What follows belongs to an exercise in optimizing a design on an open flow for small area, a short achievable clock period and few clock cycles per item; a production flow would make more cautious choices.
At most, simulation tests tie the RTL to the original design; equivalence was not proved.
For run 4, only the layout was checked, not whether the RTL still works.

<file path="flow/flow/run.sh">
#!/bin/bash
# Standard layout, with the port buffers made of the smallest buffer cell.
set -euo pipefail
export BUFFER_PORTS_ARGS="-buffer_cell sky130_fd_sc_hd__buf_1"
export SETUP_SLACK_MARGIN=10.5
export PLACE_PINS_ARGS="-min_distance 1 -min_distance_in_tracks"
bash standard.sh > standard_flow.log 2>&1
</file>
<file path="flow/standard.sh">
#!/bin/bash
# synth_recipe.tcl (not shown) runs the flow's synth.tcl, then flattens the netlist and writes it again
# the make line also repeats each setting of config.mk as NAME=value (left out here)
make -C /OpenROAD-flow-scripts/flow DESIGN_CONFIG=/design/flow/config.mk WORK_HOME=/design/flow/orfs CLKGATE_MAP_FILE= SYNTH_SCRIPT=/design/flow/synth_recipe.tcl "${@:-finish}"
</file>
<file path="flow/design.v">
module sha256_1(
	input  wire         CLK,
	input  wire         RST,
	input  wire         write_en,
	input  wire [639:0] block_in,
	input  wire [255:0] digest_in,
	output wire [255:0] digest_out_1,
	output wire [255:0] digest_out_2,
	output wire         valid_out
);
	localparam [6:0] LAST = 7'd73;
	reg  [6:0]  cnt;
	reg         valid_r;
	reg  [31:0] a, b, c, d, e, f, g, h;
	reg  [31:0] wr [0:15];
	reg  [31:0] pk;
	reg  [31:0] kr;
	reg  [31:0] hra;
	function [31:0] add32(input [31:0] x, input [31:0] y);
		reg [31:0] gg, pp;
		integer l, i, k;
		begin
			gg = x & y;
			pp = x ^ y;
			for (l = 0; l < 5; l = l + 1)
				for (i = 0; i < 32; i = i + 1)
					if ((i >> l) & 1) begin
						k = ((i >> l) << l) - 1;
						gg[i] = gg[i] | (pp[i] & gg[k]);
						pp[i] = pp[i] & pp[k];
					end
			add32 = x ^ y ^ {gg[30:0], 1'b0};
		end
	endfunction
	wire [6:0] cnt_n = (!write_en || cnt == LAST) ? 7'd0 : cnt + 7'd1;
	reg ldc, ffc, capc;
	always @(posedge CLK or negedge RST) begin
		if (!RST) begin
			cnt     <= 7'd0;
			valid_r <= 1'b0;
			ldc     <= 1'b1;
			ffc     <= 1'b0;
			capc    <= 1'b0;
		end else begin
			cnt     <= cnt_n;
			valid_r <= write_en && cnt == LAST;
			ldc     <= cnt_n < 7'd2;
			ffc     <= cnt_n >= 7'd66 && cnt_n <= 7'd69;
			capc    <= cnt_n >= 7'd70;
		end
	end
	wire [1:0] sa = cnt[1:0] + {cnt[6], cnt[6]};
	wire [1:0] se = cnt[1:0];
	wire [31:0] al = sa[0] ? digest_in[255:224] : digest_in[223:192];
	wire [31:0] ah = sa[0] ? digest_in[191:160] : digest_in[159:128];
	wire [31:0] ha = sa[1] ? al : ah;
	wire [31:0] el = se[0] ? digest_in[127:96] : digest_in[95:64];
	wire [31:0] eh = se[0] ? digest_in[63:32]  : digest_in[31:0];
	wire [31:0] he = se[1] ? el : eh;
	wire [31:0] s0w = {wr[1][6:0], wr[1][31:7]} ^ {wr[1][17:0], wr[1][31:18]} ^ (wr[1] >> 3);
	wire [31:0] s1w = {wr[14][16:0], wr[14][31:17]} ^ {wr[14][18:0], wr[14][31:19]} ^ (wr[14] >> 10);
	wire [31:0] ws0 = s1w ^ wr[9] ^ s0w;
	wire [31:0] wc0 = ((s1w & wr[9]) | (s1w & s0w) | (wr[9] & s0w)) << 1;
	wire [31:0] ws1 = ws0 ^ wc0 ^ wr[0];
	wire [31:0] wc1 = ((ws0 & wc0) | (ws0 & wr[0]) | (wc0 & wr[0])) << 1;
	wire [31:0] wsum = add32(ffc ? d : ws1, ffc ? hra : wc1);
	reg  [31:0] bw;
	always @* begin
		case (cnt)
		7'd0: bw = block_in[639:608];
		7'd1: bw = block_in[607:576];
		7'd2: bw = block_in[575:544];
		7'd3: bw = block_in[543:512];
		7'd4: bw = block_in[511:480];
		7'd5: bw = block_in[479:448];
		7'd6: bw = block_in[447:416];
		7'd7: bw = block_in[415:384];
		7'd8: bw = block_in[383:352];
		7'd9: bw = block_in[351:320];
		7'd10: bw = block_in[319:288];
		7'd11: bw = block_in[287:256];
		7'd12: bw = block_in[255:224];
		7'd13: bw = block_in[223:192];
		7'd14: bw = block_in[191:160];
		7'd15: bw = block_in[159:128];
		7'd64, 7'd65, 7'd66, 7'd67: bw = he;
		7'd68: bw = block_in[127:96];
		7'd69: bw = block_in[95:64];
		7'd70: bw = block_in[63:32];
		7'd71: bw = block_in[31:0];
		default: bw = wsum;
		endcase
	end
	wire [5:0]  kidx = cnt[6] ? {4'd0, cnt[1:0]} : cnt[5:0];
	wire        kon  = !cnt[6] || (cnt[6:2] == 5'b10001);
	wire [63:0] koh  = (64'd1 << kidx) & {64{kon}};
	wire [31:0] kv;
	assign kv[0] = |(koh & 64'h62d85ba9fa114abe);
	assign kv[1] = |(koh & 64'hf3f10a68b9b66c14);
	assign kv[2] = |(koh & 64'h474d60d5aa5ef4cc);
	assign kv[3] = |(koh & 64'h3b66126606f82515);
	assign kv[4] = |(koh & 64'hd499943e51c0b5b3);
	assign kv[5] = |(koh & 64'hf398ad669230f468);
	assign kv[6] = |(koh & 64'hf3e48614ffddb8b4);
	assign kv[7] = |(koh & 64'hf19849a51cef6def);
	assign kv[8] = |(koh & 64'h52854c5efd4fbe2d);
	assign kv[9] = |(koh & 64'h5be426315e0243dd);
	assign kv[10] = |(koh & 64'h309e628c0e365c83);
	assign kv[11] = |(koh & 64'hb4fa15ed98d51b8d);
	assign kv[12] = |(koh & 64'h940c48102904baac);
	assign kv[13] = |(koh & 64'hf6aed396cc59a905);
	assign kv[14] = |(koh & 64'hb6c71b544b039a9e);
	assign kv[15] = |(koh & 64'h5169954022eca55c);
	assign kv[16] = |(koh & 64'hcb022503ae95876a);
	assign kv[17] = |(koh & 64'h1982d7f36503b353);
	assign kv[18] = |(koh & 64'h1bd34905212a79da);
	assign kv[19] = |(koh & 64'h55f4ef3ec99bf8c1);
	assign kv[20] = |(koh & 64'hf07a338b0be3f4fa);
	assign kv[21] = |(koh & 64'hd28b89adb3f2146a);
	assign kv[22] = |(koh & 64'hec248ce058b46034);
	assign kv[23] = |(koh & 64'h5f69314170d7f22d);
	assign kv[24] = |(koh & 64'h0055185d2816c8be);
	assign kv[25] = |(koh & 64'hc0662dab58a652c1);
	assign kv[26] = |(koh & 64'hed2e6837f8df0c04);
	assign kv[27] = |(koh & 64'h4af302060b7641b8);
	assign kv[28] = |(koh & 64'h535bf0a8adc05b76);
	assign kv[29] = |(koh & 64'h639c43330e9b149e);
	assign kv[30] = |(koh & 64'h83e07c3c30e3992b);
	assign kv[31] = |(koh & 64'hfc007fc03f03e1cc);
	wire [31:0] S1  = {e[5:0], e[31:6]} ^ {e[10:0], e[31:11]} ^ {e[24:0], e[31:25]};
	wire [31:0] S0  = {a[1:0], a[31:2]} ^ {a[12:0], a[31:13]} ^ {a[21:0], a[31:22]};
	wire [31:0] CH  = (e & f) ^ (~e & g);
	wire [31:0] MAJ = (a & b) | (a & c) | (b & c);
	wire [31:0] xs = pk ^ S1 ^ CH;
	wire [31:0] xc = ((pk & S1) | (pk & CH) | (S1 & CH)) << 1;
	wire [31:0] zs = xs ^ xc ^ S0;
	wire [31:0] zc = ((xs & xc) | (xs & S0) | (xc & S0)) << 1;
	wire [31:0] os = zs ^ zc ^ MAJ;
	wire [31:0] oc = ((zs & zc) | (zs & MAJ) | (zc & MAJ)) << 1;
	wire [31:0] anew = add32(os, oc);
	wire [31:0] qs = xs ^ xc ^ d;
	wire [31:0] qc = ((xs & xc) | (xs & d) | (xc & d)) << 1;
	wire [31:0] enew = add32(qs, qc);
	integer i;
	always @(posedge CLK) begin
		for (i = 0; i < 15; i = i + 1) wr[i] <= wr[i+1];
		wr[15] <= bw;
		if (capc) begin
			wr[7] <= d;
			wr[3] <= h;
		end
		hra <= ha;
		kr  <= kv;
		pk  <= add32(g ^ kr ^ wr[15], ((g & kr) | (g & wr[15]) | (kr & wr[15])) << 1);
		a <= ldc ? al : ffc ? wsum : anew;
		b <= a;
		c <= ldc ? ah : b;
		d <= c;
		e <= ldc ? el : ffc ? pk : enew;
		f <= e;
		g <= ldc ? eh : f;
		h <= g;
	end
	assign valid_out = valid_r;
	assign digest_out_2 = {a, b, c, d, e, f, g, h};
	assign digest_out_1 = {wr[7], wr[6], wr[5], wr[4], wr[3], wr[2], wr[1], wr[0]};
endmodule
</file>
<file path="flow/constraint.sdc">
create_clock -name core_clock -period 15.0 [get_ports {CLK}]
set_input_delay 3.0000 -clock core_clock [delete_from_list [all_inputs] [get_ports {CLK}]]
set_output_delay 3.0000 -clock core_clock [all_outputs]
set_load 0.01 [all_outputs]
</file>
<file path="flow/config.mk">
export PLATFORM = sky130hd
export DESIGN_NAME = sha256_1
export DESIGN_NICKNAME = sha256_1
export VERILOG_FILES = /design/flow/design.v
export SDC_FILE = /design/flow/constraint.sdc
export NUM_CORES = 4
export LEC_CHECK = 0
export CAP_MARGIN = 20
export CORE_AREA = 5 5 335 335
export DIE_AREA = 0 0 340 340
export PLACE_DENSITY = 0.75
export SLEW_MARGIN = 20
</file>
==> impl_metrics.sql, run 1 <==
INSERT INTO impl_metrics (metric_group, metric, value, unit) VALUES
('status', 'run_status', 'complete, no violations', ''),
('floorplanning', 'die_w', '340', 'um'),
('cells_and_area', 'nNetsFinal', '6634', ''),
('logic_synthesis', 'synthesis.yosys.warnings', '2', ''),
('setup_path', 'crit_chain', 'xnor2_1 -> xnor2_2 -> fa_1 -> fa_1 -> mux2_2 -> ha_1 -> a21o_1 -> a31o_2 -> a211o_4 -> o211ai_1 -> o2111ai_2 -> a21o_1 -> a21oi_2 -> mux2_4 -> a31o_4', ''),
('cells_and_area', 'stdcell_area', '55300', 'um2'),
('floorplanning', 'placementRows', '121', ''),
('detailed_routing', 'post-route-drc-count', '0', ''),
('logic_synthesis', 'synth_seq_area_share', '41.4', '%'),
('logic_synthesis', 'flip_flop_and_latch_count_after_synthesis', '875', ''),
('timing', 'setup_repair_after_global_routing_missed_its_margin', 'true', ''),
('logic_synthesis', 'synth_cell_types', '85', ''),
('global_route', 'antenna_found_initial', '87', ''),
('logic_synthesis', 'synth.net_count', '5219', ''),
('placed_design', 'gp_congestion', '1.11', ''),
('global_route', 'gr-total-overflow', '0', ''),
('clock_network', 'worstSkewPairLatency', '660', 'ps'),
('global_route', 'first_global_vias', '42010', ''),
('timing', 'final.hold.worst_slack', '323', 'ps'),
('setup_path', 'critical_path_buf_inv_count', '0', ''),
('setup_path', 'crit_path_start_kind', 'flop', ''),
('detailed_routing', 'wl_per_cell', '35.5', 'um'),
('placed_design', 'port-buffer-count', '1411', ''),
('timing', 'total_count_of_hold_check_failures_in_the_final_report', '0', ''),
('cells_and_area', 'n_fill_cell', '9859', ''),
('floorplanning', 'fp.dieArea', '116000', 'um2'),
('setup_path', 'critPathCaptureType', 'flop', ''),
('clock_network', 'ctsHtreeMaxLevel', '3', ''),
('timing', 'setup_ws', '10190', 'ps'),
('detailed_routing', 'vias', '42149', ''),
('logic_synthesis', 'syn-cell-area', '42400', 'um2'),
('logic_synthesis', 'synth_top_flop_cell', 'sky130_fd_sc_hd__dfxtp_1', ''),
('global_route', 'grt_usage', '40.0', '%'),
('timing', 'max_slew_margin', '20.7', '%'),
('worst_hold_path', 'worstHoldPathType', 'flop to flop', ''),
('floorplanning', 'io_count', '1412', ''),
('logic_synthesis', 'syn-mean-instance-area', '10.7', 'um2'),
('timing', 'final_min_period_over_clock_period', '32.0', '%'),
('setup_path', 'critical_path.slowest_cell', 'sky130_fd_sc_hd__fa_1', ''),
('detailed_routing', 'via_per_inst', '6.08', ''),
('logic_synthesis', 'synth_enable_flop_cells', '0', ''),
('flow_run', 'drv_cap', '0', ''),
('timing', 'worst_clock_skew', '17.2', 'ps'),
('logic_synthesis', 'synth.mux.area_fraction', '9.56', '%'),
('cells_and_area', 'max_flop_register', 'wr', ''),
('cells_and_area', 'finished_core_util', '51.0', '%'),
('cells_and_area', 'area.growth.synth_to_final', '30.4', '%'),
('timing', 'fin_setup_tns', '0', 'ps'),
('floorplanning', 'core-area', '109000', 'um2'),
('clock_network', 'cts_tree', 'yes', ''),
('global_route', 'grt_pass1_wl', '327000', 'um'),
('clock_network', 'cts.root.buffer_cell', 'sky130_fd_sc_hd__clkbuf_16', ''),
('clock_network', 'cts-root-to-sink-buffers', '3', ''),
('logic_synthesis', 'yosys.area_share.adder', '14.7', '%'),
('logic_synthesis', 'asyncSetResetFlopFracSynth', '1.26', '%'),
('detailed_routing', 'antenna_left', '0', ''),
('setup_path', 'critPathMaxStageDelay', '530', 'ps'),
('setup_path', 'worst_path_dominant_cell_family', 'compound AO/OA/AOI/OAI gates', ''),
('timing', 'layout_min_cycle_time', '4810', 'ps'),
('timing', 'timing.final.max_slew_violations', '0', ''),
('logic_synthesis', 'synth_xor_area_share', '7.70', '%'),
('setup_path', 'arr_time_crit_path', '5360', 'ps'),
('setup_path', 'path_class', 'flop to flop', ''),
('placed_design', 'post-dp-hpwl', '198000', 'um'),
('cells_and_area', 'post_route_cells_drive_above_1_share', '15.6', '%'),
('placed_design', 'placedInstanceArea', '49200', 'um2'),
('placed_design', 'placement.setup.worst_slack', '9000', 'ps'),
('floorplanning', 'die_height', '340', 'um'),
('detailed_routing', 'dr.first_iter.drc_count', '4867', '');
-- metal layers --
layer	share of wire, %	wire, um	up-vias	track usage, %
met1	34	82700	20296	44.0
met4	11	26100	44	33.5
met5	0.12	289	-	0
met2	45	110000	3445	63.5
met3	11	26500	1127	12.0
li1	-	-	17237	-
-- final timing paths --
path                              to  depth (start not counted)  slack (ps)        from
max in group asynchronous       capc                          1       11900         RST
setup / recovery               a[31]                         15       10190  wr[14][26]
hold / removal             wr[9][24]                          0         320  wr[10][24]
min in group asynchronous    valid_r                          1        2430         RST
hold reg to reg            wr[9][24]                          0         320  wr[10][24]
setup reg to reg               a[31]                         15       10190  wr[14][26]
-- cell usage in the layout (no fill, tap or decap), drive strengths merged, types with 58 or more instances in the layout --
| cell type | n |
|---|---|
| o21ai | 107 |
| a22o | 73 |
| inv | 180 |
| xnor2 | 283 |
| ha | 129 |
| a21oi | 217 |
| nor2 | 220 |
| nand2 | 183 |
| xor2 | 90 |
| a221oi | 77 |
| fa | 216 |
| mux2 | 129 |
| nand3 | 58 |
| mux2i | 161 |
| clkbuf | 118 |
| nor3 | 60 |
| a22oi | 138 |
| buf | 1530 |
| nand4 | 95 |
| dfxtp | 864 |
-- cells by family after synthesis --
group / after synthesis
AO/OA/AOI/OAI: 886
flip-flops: 875
AND/OR/NAND/NOR: 746
buffers and inverters: 385
adder cells (fa/ha/maj): 376
XOR/XNOR: 373
multiplexers: 334
-- metrics by stage --
stage	cells
CTS	6837
global route	6908
floorplan	3975
global placement	6643
finish	6931
detailed placement	6643
-- Yosys cell counts, types with 32 or more instances --
master	instances	area (um2)
sky130_fd_sc_hd__a211oi_1	51	383
sky130_fd_sc_hd__a21o_1	33	248
sky130_fd_sc_hd__a21oi_1	217	1090
sky130_fd_sc_hd__a221oi_1	76	666
sky130_fd_sc_hd__a222oi_1	32	320
sky130_fd_sc_hd__a22o_1	73	639
sky130_fd_sc_hd__a22oi_1	138	1040
sky130_fd_sc_hd__clkbuf_1	164	616
sky130_fd_sc_hd__dfxtp_1	864	17300
sky130_fd_sc_hd__fa_1	216	4320
sky130_fd_sc_hd__ha_1	129	1610
sky130_fd_sc_hd__inv_1	176	661
sky130_fd_sc_hd__mux2_2	129	1450
sky130_fd_sc_hd__mux2i_1	161	1610
sky130_fd_sc_hd__mux4_2	44	991
sky130_fd_sc_hd__nand2_1	183	687
sky130_fd_sc_hd__nand3_1	57	285
sky130_fd_sc_hd__nand4_1	95	594
sky130_fd_sc_hd__nor2_1	218	818
sky130_fd_sc_hd__nor3_1	60	300
sky130_fd_sc_hd__o21ai_0	103	515
sky130_fd_sc_hd__xnor2_1	283	2480
sky130_fd_sc_hd__xor2_1	90	788
-- layout make-up --
type / instances / area [um2] / share of cell area, %
Timing Repair Buffer: 1532 / 6380 / 11.5
Sequential cell: 875 / 17900 / 32.3
Clock inverter: 43 / 618 / 1.12
Tap cell: 1414 / 1770 / 3.20
Clock buffer: 116 / 2530 / 4.57
Antenna cell: 57 / 143 / 0.258
Multi-Input combinational cell: 2715 / 25400 / 45.8
Inverter: 179 / 673 / 1.22
-- repair_timing --
item	in CTS	in global routing
buffers inserted	35	37
endpoints found under the setup margin	151	67
hold buffers	0	0
pin swaps	67	90
resized for setup	321	180
Testbench counts, summed over its fixed seeds: cycles 14,208, items 192.
==> inputs of run 2 (changes only) <==
==> flow/flow/run.sh (replaced) <==
#!/bin/bash
# Standard layout, with the port buffers made of the smallest buffer cell.
set -euo pipefail
export BUFFER_PORTS_ARGS="-buffer_cell sky130_fd_sc_hd__buf_1"
export SETUP_SLACK_MARGIN=10.3
export PLACE_PINS_ARGS="-min_distance 1 -min_distance_in_tracks"
bash standard.sh > standard_flow.log 2>&1
--- a/flow/config.mk
+++ b/flow/config.mk
@@ -7,6 +7,8 @@
 export LEC_CHECK = 0
 export CAP_MARGIN = 20
 export CORE_AREA = 5 5 335 335
+export CTS_CLUSTER_DIAMETER = 60
+export CTS_CLUSTER_SIZE = 20
 export DIE_AREA = 0 0 340 340
 export PLACE_DENSITY = 0.75
 export SLEW_MARGIN = 20
==> impl_metrics.sql, run 2 <==
INSERT INTO impl_metrics (metric_group, metric, value, unit) VALUES
('status', 'run_status', 'complete, no violations', ''),
('setup_path', 'arr_time_crit_path', '5340', 'ps'),
('cells_and_area', 'largest_register_ffs', '512', ''),
('floorplanning', 'fp.dieArea', '116000', 'um2'),
('logic_synthesis', 'synthesis.instances', '3975', ''),
('setup_path', 'path_class', 'flop to flop', ''),
('setup_path', 'critPathCaptureType', 'flop', ''),
('timing', 'tightest_slew', '1160', 'ps'),
('global_route', 'first_global_vias', '41301', ''),
('clock_network', 'worstSkewPairLatency', '670', 'ps'),
('logic_synthesis', 'synth_cell_types', '85', ''),
('clock_network', 'cts.sinks', '875', ''),
('logic_synthesis', 'asyncSetResetFlopFracSynth', '1.26', '%'),
('global_route', 'antenna_found_initial', '85', ''),
('floorplanning', 'starting_density_of_the_core', '39.1', '%'),
('timing', 'worst_clock_skew', '33.7', 'ps'),
('detailed_routing', 'finalWirelength', '242000', 'um'),
('detailed_routing', 'detail_route.first_pass.iterations', '9', ''),
('detailed_routing', 'via_per_inst', '6.09', ''),
('cells_and_area', 'final_cell_mix', 'sky130_fd_sc_hd__buf_1 (1411), sky130_fd_sc_hd__dfxtp_1 (765), sky130_fd_sc_hd__xnor2_1 (229)', ''),
('clock_network', 'cts.root.buffer_cell', 'sky130_fd_sc_hd__clkbuf_16', ''),
('logic_synthesis', 'list_of_most_frequent_post_synthesis_cells', 'sky130_fd_sc_hd__dfxtp_1 (864), sky130_fd_sc_hd__xnor2_1 (283), sky130_fd_sc_hd__nor2_1 (218), sky130_fd_sc_hd__a21oi_1 (217), sky130_fd_sc_hd__fa_1 (216)', ''),
('clock_network', 'cts_tree', 'yes', ''),
('flow_run', 'drv_cap', '0', ''),
('clock_network', 'clk_transition_reported_paths', '80', 'ps'),
('timing', 'max_slew_margin', '22.4', '%'),
('logic_synthesis', 'syn-mean-instance-area', '10.7', 'um2'),
('clock_network', 'cts-root-to-sink-buffers', '3', ''),
('setup_path', 'rr_startpoint', 'wr[14][25]', ''),
('floorplanning', 'die_w', '340', 'um'),
('timing', 'f_max', '209', 'MHz'),
('setup_path', 'timing.critical_path.fanout_max', '4', ''),
('timing', 'setup_ws', '10220', 'ps'),
('placed_design', 'gp_congestion', '1.11', ''),
('cells_and_area', 'layout.cells.most_common', 'sky130_fd_sc_hd__buf_1', ''),
('timing', 'total_count_of_hold_check_failures_in_the_final_report', '0', ''),
('setup_path', 'crit_path_start', 'wr[14][25]', ''),
('logic_synthesis', 'synthesis.yosys.warnings', '2', ''),
('placed_design', 'port-buffer-count', '1411', ''),
('logic_synthesis', 'synth_top_cell_by_area', 'sky130_fd_sc_hd__dfxtp_1', ''),
('placed_design', 'placement.setup.worst_slack', '9000', 'ps'),
('logic_synthesis', 'synth_enable_flop_cells', '0', ''),
('detailed_routing', 'vias', '41794', ''),
('global_route', 'grt_pass1_wl', '324000', 'um'),
('logic_synthesis', 'flip_flop_and_latch_count_after_synthesis', '875', ''),
('logic_synthesis', 'synth.net_count', '5219', ''),
('clock_network', 'cts_inserted_buffers', '70', ''),
('timing', 'layout_min_cycle_time', '4780', 'ps'),
('logic_synthesis', 'yosysTopAreaCellShare', '40.8', '%'),
('floorplanning', 'io_count', '1412', ''),
('detailed_routing', 'antenna_left', '0', ''),
('worst_hold_path', 'worstHoldPathType', 'flop to flop', ''),
('floorplanning', 'placementRows', '121', ''),
('global_route', 'gr-total-overflow', '0', ''),
('logic_synthesis', 'synth_top_flop_cell', 'sky130_fd_sc_hd__dfxtp_1', ''),
('global_route', 'grt_max_degree', '84', ''),
('cells_and_area', 'nNetsFinal', '6586', ''),
('logic_synthesis', 'synthMostInstantiatedCell', 'sky130_fd_sc_hd__dfxtp_1', ''),
('logic_synthesis', 'synth_seq_area_share', '41.4', '%'),
('clock_network', 'ctsHtreeMaxLevel', '3', ''),
('cells_and_area', 'post_route_cells_drive_above_1_share', '12.4', '%'),
('timing', 'fin_setup_tns', '0', 'ps'),
('floorplanning', 'core-area', '109000', 'um2'),
('setup_path', 'required', '15550', 'ps'),
('cells_and_area', 'area.growth.synth_to_final', '25.8', '%'),
('clock_network', 'holdBufCountCts', '0', ''),
('logic_synthesis', 'post_synth_main_area_contributors', 'sky130_fd_sc_hd__dfxtp_1 (41%), sky130_fd_sc_hd__fa_1 (10%), sky130_fd_sc_hd__xnor2_1 (5.8%)', ''),
('floorplanning', 'die_height', '340', 'um'),
('logic_synthesis', 'syn-cell-area', '42400', 'um2'),
('timing', 'timing.final.max_slew_violations', '0', ''),
('detailed_routing', 'wl_per_cell', '35.3', 'um'),
('timing', 'setup_repair_after_global_routing_missed_its_margin', 'true', ''),
('detailed_routing', 'dr.first_iter.drc_count', '4865', ''),
('placed_design', 'post-dp-hpwl', '198000', 'um'),
('setup_path', 'crit_path_start_kind', 'flop', ''),
('timing', 'final_min_period_over_clock_period', '31.9', '%'),
('detailed_routing', 'post-route-drc-count', '0', ''),
('timing', 'final_report_setup_violation_count', '0', ''),
('worst_hold_path', 'holdCritStartpoint', 'wr[11][25]', ''),
('global_route', 'grt_usage', '39.6', '%'),
('cells_and_area', 'max_flop_register', 'wr', '');
-- run 2: worst max-delay path, cell delays in order (launching register included) --
cell and delay (ps):
sky130_fd_sc_hd__dfxtp_2 480, sky130_fd_sc_hd__xnor2_2 120, sky130_fd_sc_hd__xnor2_2 240, sky130_fd_sc_hd__fa_1 490
sky130_fd_sc_hd__fa_1 510, sky130_fd_sc_hd__mux2_4 300, sky130_fd_sc_hd__ha_1 200, sky130_fd_sc_hd__a21o_1 210
sky130_fd_sc_hd__a31o_2 250, sky130_fd_sc_hd__a211o_4 360, sky130_fd_sc_hd__o211ai_1 280, sky130_fd_sc_hd__o2111ai_2 200
sky130_fd_sc_hd__a21o_1 260, sky130_fd_sc_hd__a21oi_4 200, sky130_fd_sc_hd__mux2_4 320, sky130_fd_sc_hd__a31o_2 240
-- run 2: routing by layer --
metal  wire (um)  global-route usage, %  part of all wire, %  vias up
met4       24800                   32.2                   10       44
met1       82600                   43.7                   34    20193
met2      109000                   63.3                   45     3342
met5         282                      0                 0.12        -
met3       25400                   11.7                   10     1093
li1            -                      -                    -    17122
-- run 2: area by class of cell --
cell class                      instances  area [um2]
Fill cell                           10105       55200
Multi-Input combinational cell       2715       24600
Sequential cell                       875       17800
Timing Repair Buffer                 1501        6000
Clock buffer                           79        1850
Tap cell                             1414        1770
Inverter                              179         676
Clock inverter                         38         500
Antenna cell                           57         143
-- run 2: repair_timing --
action,in CTS,in global routing
pin swaps,25,55
setup buffers,14,26
gates resized for setup,158,158
gates cloned,0,0
endpoints found under the hold margin,0,0
endpoints found under the setup margin,53,55
-- run 2: path summary, 6_finish.rpt --
path                                   end  slack (ps)  depth (start not counted)
worst max-delay path                 a[31]       10220                         15
worst min register to register  wr[10][25]         320                          0
max in group asynchronous             capc       11880                          1
worst max register to register       a[31]       10220                         15
min in group asynchronous              ffc        2450                          1
worst min-delay path            wr[10][25]         320                          0
-- run 2: logic make-up (layout without fill, tap and decap cells) --
logic type	count (synthesis)	after routing	synth area share (%)
compound gates	886	886	14.7
flops	875	875	41.4
simple gates	746	746	8.42
buf+inv	385	1797	3.48
fa+ha+maj	376	376	14.7
xor+xnor	373	373	7.70
mux	334	334	9.56
other cells	0	57	0
-- run 2: stage by stage --
| stage | hold WS [ps] | area, um2 | instances | util, % |
|---|---|---|---|---|
| after floorplan | 310 | 42400 | 3975 | - |
| after global placement | 310 | 49200 | 6643 | 45.4 |
| after detailed placement | 312 | 49200 | 6643 | 45.4 |
| after CTS | 320 | 52300 | 6774 | 48.2 |
| after global routing | 324 | 53300 | 6837 | 49.1 |
| final | 323 | 53400 | 6858 | 49.2 |
==> inputs of run 3 (changes only) <==
--- a/flow/config.mk
+++ b/flow/config.mk
@@ -8,7 +8,7 @@
 export CAP_MARGIN = 20
 export CORE_AREA = 5 5 335 335
 export CTS_CLUSTER_DIAMETER = 60
-export CTS_CLUSTER_SIZE = 20
+export CTS_CLUSTER_SIZE = 30
 export DIE_AREA = 0 0 340 340
 export PLACE_DENSITY = 0.75
 export SLEW_MARGIN = 20
==> impl_metrics.sql, run 3 <==
INSERT INTO impl_metrics (metric_group, metric, value, unit) VALUES
('timing', 'fin_setup_tns', '0', 'ps'),
('timing', 'tightest_slew', '1050', 'ps'),
('worst_hold_path', 'min_delay_path_depth', '0', ''),
('worst_hold_path', 'timing.hold.worst_endpoint', 'wr[12][11]', ''),
('placed_design', 'gp_congestion', '1.11', ''),
('setup_path', 'timing.reg2reg.setup_slack', '10180', 'ps'),
('global_route', 'grt_usage', '39.7', '%'),
('logic_synthesis', 'synthesis.yosys.warnings', '2', ''),
('detailed_routing', 'detail_route.first_pass.iterations', '10', ''),
('global_route', 'grt_max_degree', '84', ''),
('timing', 'max_slew_margin', '29.8', '%'),
('cells_and_area', 'multi_input_comb_area', '24600', 'um2'),
('cells_and_area', 'area.growth.synth_to_final', '26.4', '%'),
('clock_network', 'holdBufCountCts', '0', ''),
('setup_path', 'timing.critical_path.fanout_max', '6', ''),
('logic_synthesis', 'synthMostInstantiatedCell', 'sky130_fd_sc_hd__dfxtp_1', ''),
('logic_synthesis', 'synthesis.instances', '3975', ''),
('detailed_routing', 'antenna_left', '0', ''),
('floorplanning', 'placementRows', '121', ''),
('placed_design', 'port-buffer-count', '1411', ''),
('cells_and_area', 'max_flop_register', 'wr', ''),
('cells_and_area', 'layout.cells.most_common', 'sky130_fd_sc_hd__buf_1', ''),
('timing', 'final_report_setup_violation_count', '0', ''),
('clock_network', 'ctsHtreeMaxLevel', '3', ''),
('logic_synthesis', 'asyncSetResetFlopFracSynth', '1.26', '%'),
('timing', 'worst_clock_skew', '40.5', 'ps'),
('setup_path', 'worst_r2r_endpoint', 'e[31]', ''),
('setup_path', 'rr_startpoint', 'e[29]', ''),
('clock_network', 'cts_tree', 'yes', ''),
('status', 'run_status', 'complete, no violations', ''),
('detailed_routing', 'post-route-drc-count', '0', ''),
('timing', 'layout_min_cycle_time', '4820', 'ps'),
('floorplanning', 'core-area', '109000', 'um2'),
('global_route', 'gr-total-overflow', '0', ''),
('timing', 'setup_repair_after_global_routing_missed_its_margin', 'true', ''),
('logic_synthesis', 'synth_top_cell_by_area', 'sky130_fd_sc_hd__dfxtp_1', ''),
('detailed_routing', 'dr.first_iter.drc_count', '4935', ''),
('clock_network', 'cts_inserted_buffers', '67', ''),
('global_route', 'first_global_vias', '41539', ''),
('global_route', 'grt_pass1_wl', '325000', 'um'),
('setup_path', 'critical_path.slowest_cell', 'sky130_fd_sc_hd__dfxtp_2', ''),
('floorplanning', 'die_height', '340', 'um'),
('setup_path', 'crit_path_start_kind', 'flop', ''),
('clock_network', 'cts-root-to-sink-buffers', '3', ''),
('worst_hold_path', 'worstHoldPathType', 'flop to flop', ''),
('floorplanning', 'io_count', '1412', ''),
('detailed_routing', 'wl_per_cell', '35.3', 'um'),
('placed_design', 'post-dp-hpwl', '198000', 'um'),
('detailed_routing', 'vias', '41879', ''),
('cells_and_area', 'largest_register_ffs', '512', ''),
('setup_path', 'worst_path_dominant_cell_family', 'compound AO/OA/AOI/OAI gates', ''),
('setup_path', 'critical_path_buf_inv_count', '1', ''),
('logic_synthesis', 'flip_flop_and_latch_count_after_synthesis', '875', ''),
('cells_and_area', 'final_cell_mix', 'sky130_fd_sc_hd__buf_1 (1411), sky130_fd_sc_hd__dfxtp_1 (767), sky130_fd_sc_hd__xnor2_1 (227)', ''),
('logic_synthesis', 'synth_top_flop_cell', 'sky130_fd_sc_hd__dfxtp_1', ''),
('setup_path', 'critPathCaptureType', 'flop', ''),
('timing', 'total_count_of_hold_check_failures_in_the_final_report', '0', ''),
('timing', 'f_max', '208', 'MHz'),
('worst_hold_path', 'holdCritStartpoint', 'wr[13][11]', ''),
('setup_path', 'path_class', 'flop to flop', ''),
('global_route', 'antenna_found_initial', '85', ''),
('logic_synthesis', 'list_of_most_frequent_post_synthesis_cells', 'sky130_fd_sc_hd__dfxtp_1 (864), sky130_fd_sc_hd__xnor2_1 (283), sky130_fd_sc_hd__nor2_1 (218), sky130_fd_sc_hd__a21oi_1 (217), sky130_fd_sc_hd__fa_1 (216)', ''),
('clock_network', 'cts.sinks', '875', ''),
('setup_path', 'arr_time_crit_path', '5350', 'ps'),
('setup_path', 'crit_path_start', 'e[29]', ''),
('cells_and_area', 'nNetsFinal', '6581', ''),
('logic_synthesis', 'yosysTopAreaCellShare', '40.8', '%'),
('clock_network', 'clk_transition_reported_paths', '100', 'ps'),
('logic_synthesis', 'synth_seq_area_share', '41.4', '%'),
('floorplanning', 'fp.dieArea', '116000', 'um2'),
('floorplanning', 'die_w', '340', 'um'),
('setup_path', 'crit_chain', 'xnor2_2 -> fa_1 -> inv_2 -> fa_1 -> ha_1 -> o211ai_1 -> o211ai_1 -> a221oi_4 -> nor4b_4 -> o2111ai_2 -> a311oi_2 -> o2111ai_2 -> and4_1 -> or3_1', ''),
('cells_and_area', 'post_route_cells_drive_above_1_share', '12.6', '%'),
('clock_network', 'worstSkewPairLatency', '670', 'ps'),
('setup_path', 'required', '15530', 'ps'),
('logic_synthesis', 'synth.net_count', '5219', ''),
('placed_design', 'place_inst', '6643', ''),
('logic_synthesis', 'post_synth_main_area_contributors', 'sky130_fd_sc_hd__dfxtp_1 (41%), sky130_fd_sc_hd__fa_1 (10%), sky130_fd_sc_hd__xnor2_1 (5.8%)', ''),
('logic_synthesis', 'syn-mean-instance-area', '10.7', 'um2'),
('logic_synthesis', 'syn-cell-area', '42400', 'um2'),
('setup_path', 'rr_worst_depth', '14', ''),
('logic_synthesis', 'synth_enable_flop_cells', '0', ''),
('detailed_routing', 'via_per_inst', '6.10', ''),
('floorplanning', 'starting_density_of_the_core', '39.1', '%'),
('detailed_routing', 'finalWirelength', '243000', 'um'),
('cells_and_area', 'finished_core_util', '49.4', '%'),
('cells_and_area', 'final-seq-area', '17800', 'um2'),
('timing', 'final_min_period_over_clock_period', '32.1', '%'),
('clock_network', 'cts.root.buffer_cell', 'sky130_fd_sc_hd__clkbuf_16', ''),
('logic_synthesis', 'synth_cell_types', '85', ''),
('flow_run', 'drv_cap', '0', ''),
('timing', 'timing.final.max_slew_violations', '0', ''),
('cells_and_area', 'stdcell_count', '6867', ''),
('setup_path', 'critPathMaxStageDelay', '580', 'ps'),
('cells_and_area', 'n_fill_cell', '10034', '');
## run 3: cell counts after synthesis
No cell type changed its count.
## run 3: worst max path at each step
| stage | to | slack (ps) | depth (start not counted) |
|---|---|---|---|
| 2_1_floorplan | a[31] | 10620 | 15 |
| 3_3_place_gp | wr[15][18] | 8570 | 7 |
| 3_5_place_dp | wr[15][18] | 9000 | 7 |
| 4_1_cts | a[25] | 10180 | 15 |
| 5_1_grt | e[31] | 10080 | 15 |
| 6_report | e[31] | 10180 | 14 |
## run 3: cell families after synthesis
logic type / count (synthesis) / share of synthesized area (%)
compound gates: 886 / 14.7
xor+xnor: 373 / 7.70
fa+ha+maj: 376 / 14.7
buf+inv: 385 / 3.48
flops: 875 / 41.4
mux: 334 / 9.56
simple gates: 746 / 8.42
## run 3: final cells by class
class | instances | share of cell area, %
diodes | 62 | 0.289
clock inverters | 52 | 1.56
inverters | 179 | 1.26
multi-input cells | 2715 | 45.9
flip-flops and latches | 875 | 33.2
well taps | 1414 | 3.30
repair buffers | 1499 | 11.2
clock buffers | 71 | 3.23
## run 3: layer usage
layer | track usage, % | vias to the layer above | wire, um
met3 | 12.2 | 1120 | 25700
li1 | - | 17140 | -
met5 | 0 | - | 262
met4 | 33.1 | 38 | 25400
met1 | 43.7 | 20168 | 82700
met2 | 62.9 | 3413 | 109000
## run 3: timing repair
action                                 CTS  global route
resized for setup                      197           120
setup buffers                           17            21
endpoints found under the hold margin    0             0
pin swaps                               23            62
setup endpoints to repair               52            55
## run 3: metrics by stage
step | area (um2) | worst slack (ps) | hold slack (ps)
floorplan | 42400 | 10620 | 310
global placement | 49200 | 8570 | 310
detailed placement | 49200 | 9000 | 312
CTS | 52700 | 10180 | 322
global route | 53600 | 10080 | 321
finish | 53600 | 10180 | 321
==> inputs of run 4 (changes only) <==
--- a/flow/design.v
+++ b/flow/design.v
@@ -83,7 +83,7 @@
 		7'd13: bw = block_in[223:192];
 		7'd14: bw = block_in[191:160];
 		7'd15: bw = block_in[159:128];
-		7'd64, 7'd65, 7'd66, 7'd67: bw = he;
+		7'd64, 7'd65, 7'd66, 7'd67: bw = 32'd0;
 		7'd68: bw = block_in[127:96];
 		7'd69: bw = block_in[95:64];
 		7'd70: bw = block_in[63:32];
@@ -95,6 +95,7 @@
 	wire        kon  = !cnt[6] || (cnt[6:2] == 5'b10001);
 	wire [63:0] koh  = (64'd1 << kidx) & {64{kon}};
 	wire [31:0] kv;
+	wire        hek  = (cnt[6:2] == 5'b10000);
 	assign kv[0] = |(koh & 64'h62d85ba9fa114abe);
 	assign kv[1] = |(koh & 64'hf3f10a68b9b66c14);
 	assign kv[2] = |(koh & 64'h474d60d5aa5ef4cc);
@@ -150,7 +151,7 @@
 			wr[3] <= h;
 		end
 		hra <= ha;
-		kr  <= kv;
+		kr  <= kv | (he & {32{hek}});
 		pk  <= add32(g ^ kr ^ wr[15], ((g & kr) | (g & wr[15]) | (kr & wr[15])) << 1);
 		a <= ldc ? al : ffc ? wsum : anew;
 		b <= a;
==> flow/flow/run.sh (replaced) <==
#!/bin/bash
# Standard layout, with the port buffers made of the smallest buffer cell.
set -euo pipefail
export BUFFER_PORTS_ARGS="-buffer_cell sky130_fd_sc_hd__buf_1"
export SETUP_SLACK_MARGIN=10.0
export PLACE_PINS_ARGS="-min_distance 1 -min_distance_in_tracks"
bash standard.sh > standard_flow.log 2>&1
--- a/flow/config.mk
+++ b/flow/config.mk
@@ -7,8 +7,6 @@
 export LEC_CHECK = 0
 export CAP_MARGIN = 20
 export CORE_AREA = 5 5 335 335
-export CTS_CLUSTER_DIAMETER = 60
-export CTS_CLUSTER_SIZE = 30
 export DIE_AREA = 0 0 340 340
 export PLACE_DENSITY = 0.75
 export SLEW_MARGIN = 20
==> impl_metrics.sql, run 4 <==
INSERT INTO impl_metrics (metric_group, metric, value, unit) VALUES
('timing', 'total_count_of_hold_check_failures_in_the_final_report', '0', ''),
('setup_path', 'crit_path_end', 'wr[15][17]', ''),
('logic_synthesis', 'synthesis.yosys.warnings', '2', ''),
('cells_and_area', 'post_route_cells_drive_above_1_share', '11.1', '%'),
('logic_synthesis', 'synthMostInstantiatedCell', 'sky130_fd_sc_hd__dfxtp_1', ''),
('clock_network', 'worstSkewPairLatency', '670', 'ps'),
('setup_path', 'timing.critical_path.fanout_max', '4', ''),
('logic_synthesis', 'synth.net_count', '5258', ''),
('setup_path', 'crit_path_start', 'wr[14][17]', ''),
('logic_synthesis', 'synth_top_flop_cell', 'sky130_fd_sc_hd__dfxtp_1', ''),
('cells_and_area', 'layout.cells.most_common', 'sky130_fd_sc_hd__buf_1', ''),
('setup_path', 'path_class', 'flop to flop', ''),
('status', 'run_status', 'complete, no violations', ''),
('global_route', 'grt_usage', '41.8', '%'),
('timing', 'f_max', '203', 'MHz'),
('cells_and_area', 'stdcell_count', '6961', ''),
('cells_and_area', 'max_flop_register', 'wr', ''),
('global_route', 'antenna_found_initial', '87', ''),
('flow_run', 'drv_cap', '0', ''),
('cells_and_area', 'nNetsFinal', '6637', ''),
('timing', 'fin_setup_tns', '0', 'ps'),
('global_route', 'gr-total-overflow', '0', ''),
('logic_synthesis', 'synth_compound_gate_area_share', '14.2', '%'),
('logic_synthesis', 'post_synth_main_area_contributors', 'sky130_fd_sc_hd__dfxtp_1 (40%), sky130_fd_sc_hd__fa_1 (10%), sky130_fd_sc_hd__xnor2_1 (5.6%)', ''),
('placed_design', 'place_inst', '6711', ''),
('detailed_routing', 'detail_route.first_pass.iterations', '7', ''),
('setup_path', 'timing.reg2reg.setup_slack', '10070', 'ps'),
('setup_path', 'required', '15570', 'ps'),
('clock_network', 'cts_inserted_buffers', '86', ''),
('cells_and_area', 'finished_core_util', '49.7', '%'),
('cells_and_area', 'area.growth.synth_to_final', '26.0', '%'),
('timing', 'final_report_setup_violation_count', '0', ''),
('logic_synthesis', 'dominant_combinational_cell_family_by_area_after_synthesis', 'adder cells', ''),
('global_route', 'grt_max_degree', '107', ''),
('logic_synthesis', 'synth_top_cell_by_area', 'sky130_fd_sc_hd__dfxtp_1', ''),
('clock_network', 'cts-root-to-sink-buffers', '3', ''),
('worst_hold_path', 'worstHoldPathType', 'flop to flop', ''),
('logic_synthesis', 'yosys.area_share.adder', '14.6', '%'),
('logic_synthesis', 'syn-mean-instance-area', '10.7', 'um2'),
('placed_design', 'port-buffer-count', '1411', ''),
('detailed_routing', 'post-route-drc-count', '0', ''),
('cells_and_area', 'stdcell_area', '53900', 'um2'),
('cells_and_area', 'final_cell_mix', 'sky130_fd_sc_hd__buf_1 (1411), sky130_fd_sc_hd__dfxtp_1 (795), sky130_fd_sc_hd__xnor2_1 (250)', ''),
('detailed_routing', 'via_per_inst', '6.05', ''),
('floorplanning', 'die_height', '340', 'um'),
('global_route', 'grt_pass1_wl', '339000', 'um');
==> run 4: cell count changes in the layout (fill, tap and decap cells not counted), moves of 21 or more <==
cell                       change
sky130_fd_sc_hd__a21o_1       +21
sky130_fd_sc_hd__a222oi_1     -30
sky130_fd_sc_hd__a22o_1       +21
sky130_fd_sc_hd__dfxtp_1      +28
sky130_fd_sc_hd__nand4_1      -42
sky130_fd_sc_hd__nor2_1       +40
sky130_fd_sc_hd__xnor2_1      +23
sky130_fd_sc_hd__xnor2_2      -29
sky130_fd_sc_hd__xor2_1       +25
==> run 4: per-layer routing <==
layer	global-route usage (%)	vias to the layer above	part of all wire (%)
met2	67.6	3372	46
met4	34.4	26	10
met5	0.583	-	0.067
met1	45.0	20376	34
met3	13.0	1073	10
li1	-	17255	-
==> run 4: layout make-up <==
type                    instances  area share, %
multi-input cells            2761           45.2
flip-flops and latches        875           32.8
repair buffers               1500           11.2
clock buffers                 107           4.43
well taps                    1414           3.28
clock inverters                53           1.55
inverters                     169           1.18
diodes                         82          0.380
==> run 4: critical path, cell delays in order (launching register included) <==
cell and delay [ps]:
sky130_fd_sc_hd__dfxtp_4 370, sky130_fd_sc_hd__xnor2_2 160, sky130_fd_sc_hd__xnor2_2 360, sky130_fd_sc_hd__fa_1 500, sky130_fd_sc_hd__ha_1 280, sky130_fd_sc_hd__mux2_2 270, sky130_fd_sc_hd__ha_1 200, sky130_fd_sc_hd__fa_2 390
sky130_fd_sc_hd__a211oi_2 250, sky130_fd_sc_hd__o211ai_1 140, sky130_fd_sc_hd__buf_4 170, sky130_fd_sc_hd__a221oi_4 250, sky130_fd_sc_hd__buf_6 170, sky130_fd_sc_hd__nand2_1 100, sky130_fd_sc_hd__fa_1 440, sky130_fd_sc_hd__xor2_1 490
sky130_fd_sc_hd__nor2_1 100, sky130_fd_sc_hd__a41oi_1 200
==> run 4: kinds of logic after synthesis <==
kind of cell / count (synthesis)
buffers and inverters: 378
AO/OA/AOI/OAI: 864
flip-flops: 875
multiplexers: 345
adder cells (fa/ha/maj): 376
XOR/XNOR: 378
AND/OR/NAND/NOR: 798
==> run 4: how the worst min path moves through the flow <==
stage                from    endpoint  slack [ps]  depth (start not counted)
4_1_cts        wr[13][15]  wr[12][15]         320                          0
2_1_floorplan   wr[11][0]   wr[10][0]         310                          0
6_report        wr[10][9]    wr[9][9]         320                          0
5_1_grt        wr[13][18]  wr[12][18]         320                          0
3_3_place_gp   wr[10][19]   wr[9][19]         310                          0
3_5_place_dp   wr[11][12]  wr[10][12]         310                          0
==> run 4: what timing repair did <==
| item | CTS | global route |
|---|---|---|
| setup endpoints to repair | 46 | 36 |
| gates resized for setup | 75 | 74 |
| setup buffers | 2 | 6 |
| pin swaps | 9 | 18 |

-- static timing again, ports no longer ideal --
The flow's constraints put no driver on any port. The routed layouts listed below were extracted and timed again, unchanged, in two steps.
Step 1 assumes that a clkbuf_16 drives the clock port and a buf_2 every other input.
Step 2 moves the port delays by t, midway between the first and last clock arrival at a register: inputs arrive t later, outputs are due t later. That takes back most of the time a late clock gives input paths.
a / b / c = no drivers / after step 1 / after step 2; a / b = the first two.
run	t (ns)	setup slack, ns	worst register clock-pin slew, ns
run 1	0.726	10.194 / 10.194 / 9.811	0.07 / 0.07
run 2	0.722	10.216 / 10.216 / 9.635	0.08 / 0.08
run 3	0.716	10.183 / 10.183 / 9.681	0.11 / 0.11
run 4	0.726	10.067 / 10.067 / 9.736	0.07 / 0.07
After both steps every run listed still meets setup and hold. For run 2, which loses most, drivers alone change the setup slack by 0.000 ns; drivers and shift together by -0.581 ns.
